What follows belongs to an exercise in optimizing a design on an open flow for small area and a short achievable clock period; a production flow would make more cautious choices. RTL that was checked went through simulation tests only; none was proved equivalent to the original. Power figures rest on the tool's default switching activity, not on a simulated workload.

Setup of the baseline:
==> flow/design.v (excerpt) <==
module fft_computer(
input        i_clk,
input        i_rst_n,
input        i_data_valid,
input [31:0] i_data,
output       o_data_ready,
output       o_data_valid,
output [31:0]o_data,
input        i_data_ready
);
assign o_data_ready = 1'b1;
reg [31:0] dl [0:7];
reg [7:0]  dv;
reg [8:0]  pc;                  
reg [6:0]  off;                 
wire       take = (|dv) & (off[2:0] == 3'd0);
wire [7:0] old;                 
genvar k;
generate
    for (k = 0; k < 8; k = k + 1) begin : g_old
        if (k == 7) begin : g_top
            assign old[k] = dv[k];
        end else begin : g_low
            assign old[k] = dv[k] & ~(|dv[7:k+1]);
        end
    end
endgenerate
reg [31:0] psel;
integer m;
always @(*) begin
    psel = 32'd0;
    for (m = 0; m < 8; m = m + 1)
        psel = psel | (dl[m] & {32{old[m]}});
end
wire [8:0] pc_n  = take ? pc + 9'd1 : pc;
wire [6:0] off_n = take ? off : off - 7'd1;
wire       busy  = (off_n[2:0] == 3'd0) & (pc_n[8:7] != 2'd0);    
wire       fire;                
wire [3:0] oj;                  
reg        go1, cap1, racc;
reg [3:0]  j1;
reg [15:0] rsel;                
reg [31:0] pd;
always @(posedge i_clk) begin
    dl[0] <= {i_data[31], i_data[30:16] ^ {15{i_data[31]}},
              i_data[15], i_data[14:0]  ^ {15{i_data[15]}}};
    for (m = 1; m < 8; m = m + 1)
        dl[m] <= dl[m-1];
    if (!i_rst_n) begin
        dv   <= 8'd0;
        pc   <= 9'd0;
        off  <= 7'd124;
  ...
clock: 10.0 ns
lec_check: 0
cap_margin: 20
core_margin: 2
core_utilization: 75
cts_cluster_diameter: 80
cts_cluster_size: 22
slew_margin: 20
standard.sh (not shown) runs the stock make flow with config.mk's settings and CLKGATE_MAP_FILE= SYNTH_SCRIPT=/design/flow/synth_recipe.tcl, a recipe that flattens the netlist after the stock synthesis.
==> flow/flow/run.sh <==
#!/bin/bash
# The standard layout, except that the port buffers are buf_2 cells rather
# than the delay cells buffer_ports picks by default.  Every port still gets
# its buffer.  make's full output goes to flow.log; ORFS keeps each step's log
# under orfs/logs/.
set -euo pipefail
export BUFFER_PORTS_ARGS="-buffer_cell sky130_fd_sc_hd__buf_2"
bash ./standard.sh > flow.log 2>&1
No stage failed in the baseline, and the final checks on the layout all came back clean.
Edits applied to the flow inputs when going from the baseline to the candidate:
Settings: swapping 20 for 50 in SLEW_MARGIN; swapping 22 for 20 in CTS_CLUSTER_SIZE; swapping 80 for 60 in CTS_CLUSTER_DIAMETER.
Results
The candidate: all stages complete, timing, DRC and antenna checks passed. Compared to the baseline, the candidate leaves less free space in the core. Total power of the candidate is higher than that of the baseline. Re post-synth design cell area: no difference whatsoever between the baseline and the candidate. Of the baseline and the candidate, the run reporting the lower count of inserted antenna diode cells was the baseline. In the route summary, the candidate ends up with a via count exceeding that of the baseline. The candidate vs the baseline, wire length went up by about 3%. The final reports for the candidate and the baseline show fraction of area in non-clock buffers higher in the former. Total of clock buffers placed in the layout for the candidate is higher than for the baseline. Taking the baseline as the reference, in the candidate synthesized area per cell held; sum of routed wire segments on met1 lost about 0.47%.
Function was not checked in any run of this note: the RTL went through the layout flow alone.

---

== v8 ==
fft_computer, a different RTL version from the one above (not shown whole).
Size in the first run: roughly 8000 cells after synthesis, about 4700 flip-flops, roughly 70 I/O pins.
==> flow/design.v (excerpt) <==
module fft_computer(
input        i_clk,
input        i_rst_n,
input        i_data_valid,
input [31:0] i_data,
output       o_data_ready,
output       o_data_valid,
output [31:0]o_data,
input        i_data_ready
);
==> flow/config.mk <==
export PLATFORM = sky130hd
export DESIGN_NAME = fft_computer
export DESIGN_NICKNAME = fft_computer
export VERILOG_FILES = /design/flow/design.v
export SDC_FILE = /design/flow/constraint.sdc
export NUM_CORES = 4
export LEC_CHECK = 0
export CAP_MARGIN = 20
export CORE_MARGIN = 2
export CORE_UTILIZATION = 70
export CTS_CLUSTER_DIAMETER = 80
export CTS_CLUSTER_SIZE = 25
export SLEW_MARGIN = 20
==> flow/constraint.sdc <==
create_clock -name core_clock -period 10.0 [get_ports {i_clk}]
set_input_delay 2.0000 -clock core_clock [delete_from_list [all_inputs] [get_ports {i_clk}]]
set_output_delay 2.0000 -clock core_clock [all_outputs]
set_load 0.01 [all_outputs]
==> flow/flow/run.sh <==
#!/bin/bash
# The standard layout, except that the port buffers are buf_2 cells rather
# than the delay cells buffer_ports picks by default (every port still gets
# its buffer), and clock tree synthesis adds no dummy loads.  make's full
# output goes to flow.log; ORFS keeps each step's log under orfs/logs/.
set -euo pipefail
export BUFFER_PORTS_ARGS="-buffer_cell sky130_fd_sc_hd__buf_2"
export CTS_ARGS="-sink_clustering_enable -repair_clock_nets -sink_clustering_size 25 -sink_clustering_max_diameter 80 -dont_use_dummy_load"
bash ./standard.sh > flow.log 2>&1
Having completed the whole flow, v8 delivered a layout that passed the timing, design-rule and antenna checks.
Modified inputs, v27 compared to v8
Settings: CTS_CLUSTER_SIZE: 25 -> 22.
==> flow/flow/run.sh <==
#!/bin/bash
# The standard layout, except that the port buffers are buf_2 cells rather
# than the delay cells buffer_ports picks by default.  Every port still gets
# its buffer.  make's full output goes to flow.log; ORFS keeps each step's log
# under orfs/logs/.
set -euo pipefail
export BUFFER_PORTS_ARGS="-buffer_cell sky130_fd_sc_hd__buf_2"
bash ./standard.sh > flow.log 2>&1
==> summary.txt <==
- v8 went all the way through synthesis, placement and routing and the layout is clean on timing, DRC and antenna.
- v27 finished every stage and its layout cleared the timing, design-rule and antenna checks.
- Summed area of non-filler cells in the final layout on v27 is behind v8.
- In v27, total power is higher than in v8.
- Clock buffer instance count of the final layout is lower on v8
- Via count, v27 and v8, higher one = v27.
- Changes observed in v27 relative to v8: clock network fraction of design power climbed 1.8 points; length of routed wiring on met1 barely changed; final hold violation count barely changed.
Relative to v27, the following input files were edited for v29:
Settings: CORE_UTILIZATION: 70 -> 75; CTS_CLUSTER_SIZE: 22 -> 16.
==> comparison <==
v29 never completed; the flow aborted with a tool error in clock tree synthesis.
From v27 to v29, average instance area after synthesis did not move at all.
When the final numbers for v27 and v29 were put side by side, the count of placed standard cells including taps turned out to be greater in v27.
Summary of the comparison: largest buffer count on any clock path is higher in v29, relative to v27.
Diff v29..v27 | count of buffers from port buffering | unchanged
Diff v27..v29 | area after detailed placement | negligible
Side by side, H-tree depth reported by CTS turned out higher in v29 than in v27.
Compared v27 against v29; number of enable-type register cells in the synthesized netlist within noise.
diff inputs: v29 => v13
Settings: swapping 16 for 25 in CTS_CLUSTER_SIZE; swapping 75 for 70 in CORE_UTILIZATION.
==> comparison <==
Every stage of the flow completed for v13, and the final layout passed the timing, design-rule and antenna checks. v13 vs v29: floorplan die width up. Going from v29 to v13, count of flip-flops with a built-in enable after synthesis stayed essentially flat, number of cell rows rose by about 3.5%, post-detailed-placement half-perimeter wirelength fell by 1.7%.

---

Starting RTL as in the previous note.
export LEC_CHECK = 0
export CAP_MARGIN = 20
export CORE_MARGIN = 2
export CORE_UTILIZATION = 70
export CTS_CLUSTER_DIAMETER = 80
export CTS_CLUSTER_SIZE = 22
export SLEW_MARGIN = 20
create_clock -name core_clock -period 10.0 [get_ports {i_clk}]
==> flow/flow/run.sh <==
#!/bin/bash
# The standard layout, except that the port buffers are buf_2 cells rather
# than the delay cells buffer_ports picks by default (every port still gets
# its buffer), and clock tree synthesis adds no dummy loads.  make's full
# output goes to flow.log; ORFS keeps each step's log under orfs/logs/.
set -euo pipefail
export BUFFER_PORTS_ARGS="-buffer_cell sky130_fd_sc_hd__buf_2"
export CTS_ARGS="-sink_clustering_enable -repair_clock_nets -sink_clustering_size 22 -sink_clustering_max_diameter 80 -dont_use_dummy_load"
bash ./standard.sh > flow.log 2>&1
The starting point went through all stages and came out clean.
Rerun with:
==> flow/flow/run.sh (replaced) <==
#!/bin/bash
# The standard layout, except that the port buffers are buf_2 cells rather
# than the delay cells buffer_ports picks by default.  Every port still gets
# its buffer.  make's full output goes to flow.log; ORFS keeps each step's log
# under orfs/logs/.
set -euo pipefail
export BUFFER_PORTS_ARGS="-buffer_cell sky130_fd_sc_hd__buf_2"
bash ./standard.sh > flow.log 2>&1
Settings changed: CORE_UTILIZATION 70 to 72, CTS_CLUSTER_SIZE 22 to 18.
First-iteration DRC count rises by a few percent.
Synthesized cell count does not change.
Worst hold slack gets better by 41 ps.
Power rises by a few percent.
Core utilization rises by 3.5 points.
Die area falls by a few percent.
Non-clock buffer count falls by 7.
Sequential power is about the same.

[what the ideal ports hide]
No port has a modelled driver above. Below, the same layouts with a new extraction and two added sets of constraints. Step 1 sets driving cells, clkbuf_16 on the clock port and buf_2 on the other inputs (assumed; they add their load-dependent delay and slew). Step 2 adds t to the input delays and takes it off the output delays; t is the mean of the earliest and latest rising clock arrival at the registers after step 1. Input paths then give back, and output paths get back, about the clock's delay inside the block. a / b / c = no drivers / after step 1 / after step 2; a / b = the first two.
| run | t (ns) | setup slack, ns | worst setup path after step 2 | clock arrival spread, ns | worst data-port slew with drivers (ns) |
|---|---|---|---|---|---|
| the baseline | 0.925 | 5.866 / 5.866 / 5.866 | register to register | 0.059 / 0.059 | 0.04 |
| the candidate | 0.955 | 5.861 / 5.861 / 5.861 | register to register | 0.065 / 0.065 | 0.04 |
| v8 | 0.893 | 6.484 / 6.402 / 5.951 | input to register | 0.110 / 0.110 | 0.06 |
| v27 | 0.927 | 6.461 / 6.378 / 5.945 | input to register | 0.080 / 0.081 | 0.05 |
| v13 | 0.935 | 6.479 / 6.394 / 5.957 | input to register | 0.061 / 0.061 | 0.05 |
| the first run of note 3 | 0.899 | 6.484 / 6.402 / 5.953 | input to register | 0.137 / 0.138 | 0.05 |
| the second run of note 3 | 0.983 | 6.399 / 6.315 / 5.938 | input to register | 0.100 / 0.100 | 0.07 |
After both steps every run listed still meets setup and hold. The setup slack of v8, which loses most, moves by -0.082 ns with the drivers and by -0.533 ns with both steps.
